What follows belongs to an exercise in optimizing a design on an open flow for small area; a production flow would make more cautious choices. Where RTL was checked, it was by simulation tests only, not by an equivalence proof against the original.

==> inputs of v26 <==
## lininterp
module	lininterp #(
		parameter	INW   = 28,
				OWID  = 28,
				MPREC = 28,
				CTRBITS = 32
	) (
		input	wire			i_clk,
		input	wire			i_reset,
		input	wire			i_ce,
		input	wire	[(CTRBITS-1):0]	i_step,
		input	wire	[(INW-1):0]	i_data,
		output	wire			o_ce,
		output	wire	[(OWID-1):0]	o_data
	);
clock: 10.0 ns
lec_check: 0
abc_area: 1
cap_margin: 5
core_margin: 2
core_utilization: 70
place_density: 0.78
slew_margin: 5
synth_hierarchical: 1
synth_minimum_keep_size: 0
standard.sh (not shown) runs the stock make flow with config.mk's settings and CLKGATE_MAP_FILE= SYNTH_SCRIPT=/design/flow/synth_recipe.tcl, a recipe that flattens the netlist after the stock synthesis.
==> flow/flow/run.sh <==
#!/bin/bash
set -euo pipefail
export BUFFER_PORTS_ARGS="-buffer_cell sky130_fd_sc_hd__buf_1"
export CTS_ARGS="-sink_clustering_enable -repair_clock_nets -sink_clustering_size 16 -sink_clustering_max_diameter 100 -buf_list sky130_fd_sc_hd__clkbuf_8 -dont_use_dummy_load"
bash standard.sh finish > standard_flow.log 2>&1
==> v39: changes against v26 <==
==> flow/flow/run.sh (replaced) <==
#!/bin/bash
set -euo pipefail
export BUFFER_PORTS_ARGS="-buffer_cell sky130_fd_sc_hd__buf_1"
export CTS_ARGS="-sink_clustering_enable -repair_clock_nets -sink_clustering_size 12 -sink_clustering_max_diameter 100 -buf_list sky130_fd_sc_hd__clkbuf_8 -dont_use_dummy_load"
bash standard.sh finish > standard_flow.log 2>&1
CORE_UTILIZATION = 65   (was 70)
PLACE_DENSITY = 0.75   (was 0.78)
==> comparison table <==
	v26	v39
Critical-path maximum fanout	35	26
Standard cell core area	0.0367 mm²	0.0397 mm²
Largest clock skew in the final design	76.8 ps	60.0 ps
Worst setup slack for register-to-register paths	940 ps	1260 ps
Fraction of final layout cells sized beyond drive strength 1	0.0653	0.0686
Slowest stage delay, CP	1000 ps	690 ps
Half-perimeter wire length after detailed placement	53800 µm	54100 µm
Status	no timing/DRC/antenna violations	no timing/DRC/antenna violations
Global-route track usage on met1	0.517	0.498
Worst Hold Launch	x_res[2]$_DFF_P_	x_res[1]$_DFF_P_
Starting density of the core	0.713	0.658
Instance count on the critical path	26	25

==> run E <==
lininterp, a different RTL version from the one above (not shown whole).
==> flow/config.mk <==
export PLATFORM = sky130hd
export DESIGN_NAME = lininterp
export DESIGN_NICKNAME = lininterp
export VERILOG_FILES = /design/flow/design.v
export SDC_FILE = /design/flow/constraint.sdc
export NUM_CORES = 4
export LEC_CHECK = 0
export ABC_AREA = 1
export CAP_MARGIN = 5
export CORE_MARGIN = 2
export CORE_UTILIZATION = 65
export PLACE_DENSITY = 0.75
export SLEW_MARGIN = 5
export SYNTH_HIERARCHICAL = 1
export SYNTH_MINIMUM_KEEP_SIZE = 0
==> flow/constraint.sdc <==
create_clock -name core_clock -period 10.0 [get_ports {i_clk}]
set_input_delay 2.0000 -clock core_clock [delete_from_list [all_inputs] [get_ports {i_clk}]]
set_output_delay 2.0000 -clock core_clock [all_outputs]
set_load 0.01 [all_outputs]
==> flow/flow/run.sh <==
#!/bin/bash
# Layout flow: the standard flow (standard.sh: the standard synthesis and
# ORFS steps, unchanged), run with these settings:
#  - the input and output port buffers use the smallest buffer cell,
#    sky130_fd_sc_hd__buf_1 (every port still gets its own buffer);
#  - synthesis buffers are removed at floorplan, and placement is not
#    timing driven, so no buffers are kept from virtual repair runs;
#  - clock tree: clkbuf_8 buffers, sink clusters of up to 12, and no
#    dummy loads.
set -euo pipefail
export BUFFER_PORTS_ARGS="-buffer_cell sky130_fd_sc_hd__buf_1"

export CTS_ARGS="-sink_clustering_enable -repair_clock_nets -sink_clustering_size 12 -sink_clustering_max_diameter 100 -buf_list sky130_fd_sc_hd__clkbuf_8 -dont_use_dummy_load"
bash standard.sh finish > standard_flow.log 2>&1
==> run Y: changes against run E <==
--- a/flow/design.v
+++ b/flow/design.v
@@ -9,15 +9,15 @@
 		input	wire			i_reset,
 		input	wire			i_ce,
 		input	wire	[(CTRBITS-1):0]	i_step,
 		input	wire	[(INW-1):0]	i_data,
 		output	wire			o_ce,
 		output	wire	[(OWID-1):0]	o_data
 	);
-	reg			pre_ce, r_ce, r_ovfl, x_ce, p_valid, r_first;
+	reg			pre_ce, r_ce, r_ovfl, x_ce, p_valid;
 	reg	[27:0]		r_next;
 	reg	[28:0]		r_slope;
 	reg	[31:0]		r_counter;
 	reg	[27:0]		r_offset;
 	reg	[27:0]		x_res, p_res, o_res;
 	wire	one1;
 	wire	two2;
@@ -3119,43 +3119,43 @@
 	lininterp_ha u_s1710 (r_counter[30], i_step[30], s1710, c1711);
 	lininterp_fa u_s1712 (r_counter[31], i_step[31], c1711, s1712, c1713);
 	assign sum1714 = s1710 ^ bc1709;
 	assign e1715 = bc1709 & s1710;
 	assign sum1716 = s1712 ^ e1715;
 	assign ao1717 = s1710 & s1712;
 	assign bc1718 = c1713 | (bc1709 & ao1717);
-	assign nn1719 = ~(r_next[0] & !r_first);
-	assign nn1720 = ~(r_next[1] & !r_first);
-	assign nn1721 = ~(r_next[2] & !r_first);
-	assign nn1722 = ~(r_next[3] & !r_first);
-	assign nn1723 = ~(r_next[4] & !r_first);
-	assign nn1724 = ~(r_next[5] & !r_first);
-	assign nn1725 = ~(r_next[6] & !r_first);
-	assign nn1726 = ~(r_next[7] & !r_first);
-	assign nn1727 = ~(r_next[8] & !r_first);
-	assign nn1728 = ~(r_next[9] & !r_first);
-	assign nn1729 = ~(r_next[10] & !r_first);
-	assign nn1730 = ~(r_next[11] & !r_first);
-	assign nn1731 = ~(r_next[12] & !r_first);
-	assign nn1732 = ~(r_next[13] & !r_first);
-	assign nn1733 = ~(r_next[14] & !r_first);
-	assign nn1734 = ~(r_next[15] & !r_first);
-	assign nn1735 = ~(r_next[16] & !r_first);
-	assign nn1736 = ~(r_next[17] & !r_first);
-	assign nn1737 = ~(r_next[18] & !r_first);
-	assign nn1738 = ~(r_next[19] & !r_first);
-	assign nn1739 = ~(r_next[20] & !r_first);
-	assign nn1740 = ~(r_next[21] & !r_first);
-	assign nn1741 = ~(r_next[22] & !r_first);
-	assign nn1742 = ~(r_next[23] & !r_first);
-	assign nn1743 = ~(r_next[24] & !r_first);
-	assign nn1744 = ~(r_next[25] & !r_first);
-	assign nn1745 = ~(r_next[26] & !r_first);
-	assign nn1746 = ~(r_next[27] & !r_first);
-	assign nn1747 = ~(r_next[27] & !r_first);
+	assign nn1719 = ~r_next[0];
+	assign nn1720 = ~r_next[1];
+	assign nn1721 = ~r_next[2];
+	assign nn1722 = ~r_next[3];
+	assign nn1723 = ~r_next[4];
+	assign nn1724 = ~r_next[5];
+	assign nn1725 = ~r_next[6];
+	assign nn1726 = ~r_next[7];
+	assign nn1727 = ~r_next[8];
+	assign nn1728 = ~r_next[9];
+	assign nn1729 = ~r_next[10];
+	assign nn1730 = ~r_next[11];
+	assign nn1731 = ~r_next[12];
+	assign nn1732 = ~r_next[13];
+	assign nn1733 = ~r_next[14];
+	assign nn1734 = ~r_next[15];
+	assign nn1735 = ~r_next[16];
+	assign nn1736 = ~r_next[17];
+	assign nn1737 = ~r_next[18];
+	assign nn1738 = ~r_next[19];
+	assign nn1739 = ~r_next[20];
+	assign nn1740 = ~r_next[21];
+	assign nn1741 = ~r_next[22];
+	assign nn1742 = ~r_next[23];
+	assign nn1743 = ~r_next[24];
+	assign nn1744 = ~r_next[25];
+	assign nn1745 = ~r_next[26];
+	assign nn1746 = ~r_next[27];
+	assign nn1747 = ~r_next[27];
 	lininterp_ha u_s1748 (i_data[0], nn1719, s1748, c1749);
 	lininterp_fa u_s1750 (i_data[1], nn1720, c1749, s1750, c1751);
 	lininterp_fa u_s1752 (i_data[2], nn1721, c1751, s1752, c1753);
 	lininterp_fa u_s1754 (i_data[3], nn1722, c1753, s1754, c1755);
 	lininterp_fa u_s1756 (i_data[4], nn1723, c1755, s1756, c1757);
 	lininterp_fa u_s1758 (i_data[5], nn1724, c1757, s1758, c1759);
 	lininterp_fa u_s1760 (i_data[6], nn1725, c1759, s1760, c1761);
@@ -3274,21 +3274,18 @@
 	wire	[27:0]	rres = { sum[55:29], sum[28] & (sum[27] | sticky) };
 	always @(posedge i_clk)
 	if (i_reset)
 		pre_ce <= 1'b0;
 	else
 		pre_ce <= i_ce;
 	always @(posedge i_clk)
-	if (i_ce)
-		r_next <= i_data;
-	always @(posedge i_clk)
 	if (i_reset)
-		r_first <= 1'b1;
+		r_next <= 0;
 	else if (i_ce)
-		r_first <= 1'b0;
+		r_next <= i_data;
 	always @(posedge i_clk)
 	if (i_ce)
 		r_slope <= slope_d;
 	always @(posedge i_clk)
 	if (i_reset)
 	begin
 		r_ovfl <= 1'b1;
==> flow/run.sh (new file) <==
#!/bin/bash
# synth_recipe.tcl (not shown) runs the flow's synth.tcl, then flattens the netlist and writes it again
# the make line also repeats each setting of config.mk as NAME=value (left out here)
make -C /OpenROAD-flow-scripts/flow DESIGN_CONFIG=/design/flow/config.mk WORK_HOME=/design/flow/orfs CLKGATE_MAP_FILE= SYNTH_SCRIPT=/design/flow/synth_recipe.tcl finish
CAP_MARGIN = 20   (was 5)
CORE_UTILIZATION = 70   (was 65)
CTS_BUF_LIST = sky130_fd_sc_hd__clkbuf_8   (was default)
CTS_CLUSTER_DIAMETER = 100   (was default)
CTS_CLUSTER_SIZE = 15   (was default)
PLACE_DENSITY = 0.8   (was 0.75)
SLEW_MARGIN = 20   (was 5)
removed: flow/flow/run.sh
removed: flow/standard.sh
==> run F: changes against run E <==
--- a/flow/flow/run.sh
+++ b/flow/flow/run.sh
@@ -5,10 +5,10 @@
 #    sky130_fd_sc_hd__buf_1 (every port still gets its own buffer);
 #  - synthesis buffers are removed at floorplan, and placement is not
 #    timing driven, so no buffers are kept from virtual repair runs;
 #  - clock tree: clkbuf_8 buffers, sink clusters of up to 12, and no
 #    dummy loads.
 set -euo pipefail
 export BUFFER_PORTS_ARGS="-buffer_cell sky130_fd_sc_hd__buf_1"
-
+export REMOVE_ABC_BUFFERS=1
 export CTS_ARGS="-sink_clustering_enable -repair_clock_nets -sink_clustering_size 12 -sink_clustering_max_diameter 100 -buf_list sky130_fd_sc_hd__clkbuf_8 -dont_use_dummy_load"
 bash standard.sh finish > standard_flow.log 2>&1
CAP_MARGIN = 20   (was 5)
GPL_TIMING_DRIVEN = 0   (was default)
SLEW_MARGIN = 20   (was 5)
==> results.py <==
metrics = {
    "timing": {
        "layout_min_cycle_time_ns": 8.75,
    },
    "critical_path": {
        "crit_buf_inv": 2,
        "critPathMaxStageDelay_ns": 0.98,
    },
    "final_layout": {
        "diodes": 1,
        "seq_area_share_pct": 18.2,
        "utilization_pct": 69.0,
    },
    "placement": {
        "finalWeightedCongestion": 1.03,
    },
    "global_routing": {
        "grt_start_max_net_pins": 61,
    },
    "synth": {
        "ys_top_cells_by_count": "479 x fa_1, 410 x xor2_1, 365 x o22ai_1",
        "avgSynthCellArea_um2": 9.92,
        "syn-cell-area_um2": 26400,
    },
    "cts": {
        "clk_latency_ns": 0.60,
    },
    "status": {
        "status": "complete, no violations",
    },
    "detailed_routing": {
        "dr_wl_met3_mm": 9.77,
    },
    "floorplan": {
        "rows": 73,
        "coreArea_um2": 39900,
    },
}
The numbers above come from run E.

==> results.py <==
metrics = {
    "cts": {
        "clk_latency_ns": 0.61,
    },
    "synth": {
        "avgSynthCellArea_um2": 9.76,
        "syn-cell-area_um2": 26400,
        "ys_top_cells_by_count": "479 x fa_1, 411 x xor2_1, 364 x o22ai_1",
    },
    "timing": {
        "layout_min_cycle_time_ns": 8.63,
    },
    "status": {
        "status": "complete, no violations",
    },
    "global_routing": {
        "grt_start_max_net_pins": 88,
    },
    "final_layout": {
        "diodes": 0,
    },
    "floorplan": {
        "rows": 71,
        "coreArea_um2": 37400,
    },
    "critical_path": {
        "crit_buf_inv": 3,
        "critPathMaxStageDelay_ns": 0.99,
    },
    "placement": {
        "finalWeightedCongestion": 1.03,
    },
}
The numbers above come from run Y.

==> results.py <==
metrics = {
    "status": {
        "status": "complete, no violations",
    },
    "synth": {
        "ys_top_cells_by_count": "479 x fa_1, 410 x xor2_1, 365 x o22ai_1",
        "avgSynthCellArea_um2": 9.92,
        "syn-cell-area_um2": 26400,
    },
    "critical_path": {
        "crit_buf_inv": 2,
        "critPathMaxStageDelay_ns": 0.80,
    },
    "global_routing": {
        "grt_start_max_net_pins": 61,
    },
    "final_layout": {
        "utilization_pct": 69.6,
    },
    "detailed_routing": {
        "dr_wl_met3_mm": 10.5,
    },
    "floorplan": {
        "rows": 73,
        "coreArea_um2": 39900,
    },
}
The numbers above come from run F.

Only the layout flow was run in run Y; the RTL was not checked for function there.

-- separate check: timing with driven ports --
No port has a modelled driver above. Below, the same layouts with a new extraction and two added sets of constraints.
Step 1 assumes that a clkbuf_16 drives the clock port and a buf_2 every other input.
Step 2 also shifts input and output timing later by t, the mid clock arrival at the registers, as if the neighbouring blocks saw the same clock.
a / b / c = ideal / step 1 / step 2; a / b = the first two.
| run | t, ns | setup slack, ns | clock arrival spread, ns | slew at the worst register clock pin (ns) |
|---|---|---|---|---|
| v26 | 0.579 | 0.942 / 0.942 / 0.942 | 0.077 / 0.076 | 0.12 / 0.12 |
| v39 | 0.598 | 1.262 / 1.262 / 1.262 | 0.060 / 0.060 | 0.09 / 0.09 |
| run E | 0.622 | 1.252 / 1.252 / 1.252 | 0.066 / 0.066 | 0.09 / 0.09 |
| run Y | 0.631 | 1.373 / 1.373 / 1.373 | 0.070 / 0.070 | 0.12 / 0.12 |
| run F | 0.627 | 1.161 / 1.161 / 1.161 | 0.053 / 0.053 | 0.09 / 0.09 |
After both steps every run listed still meets setup and hold.
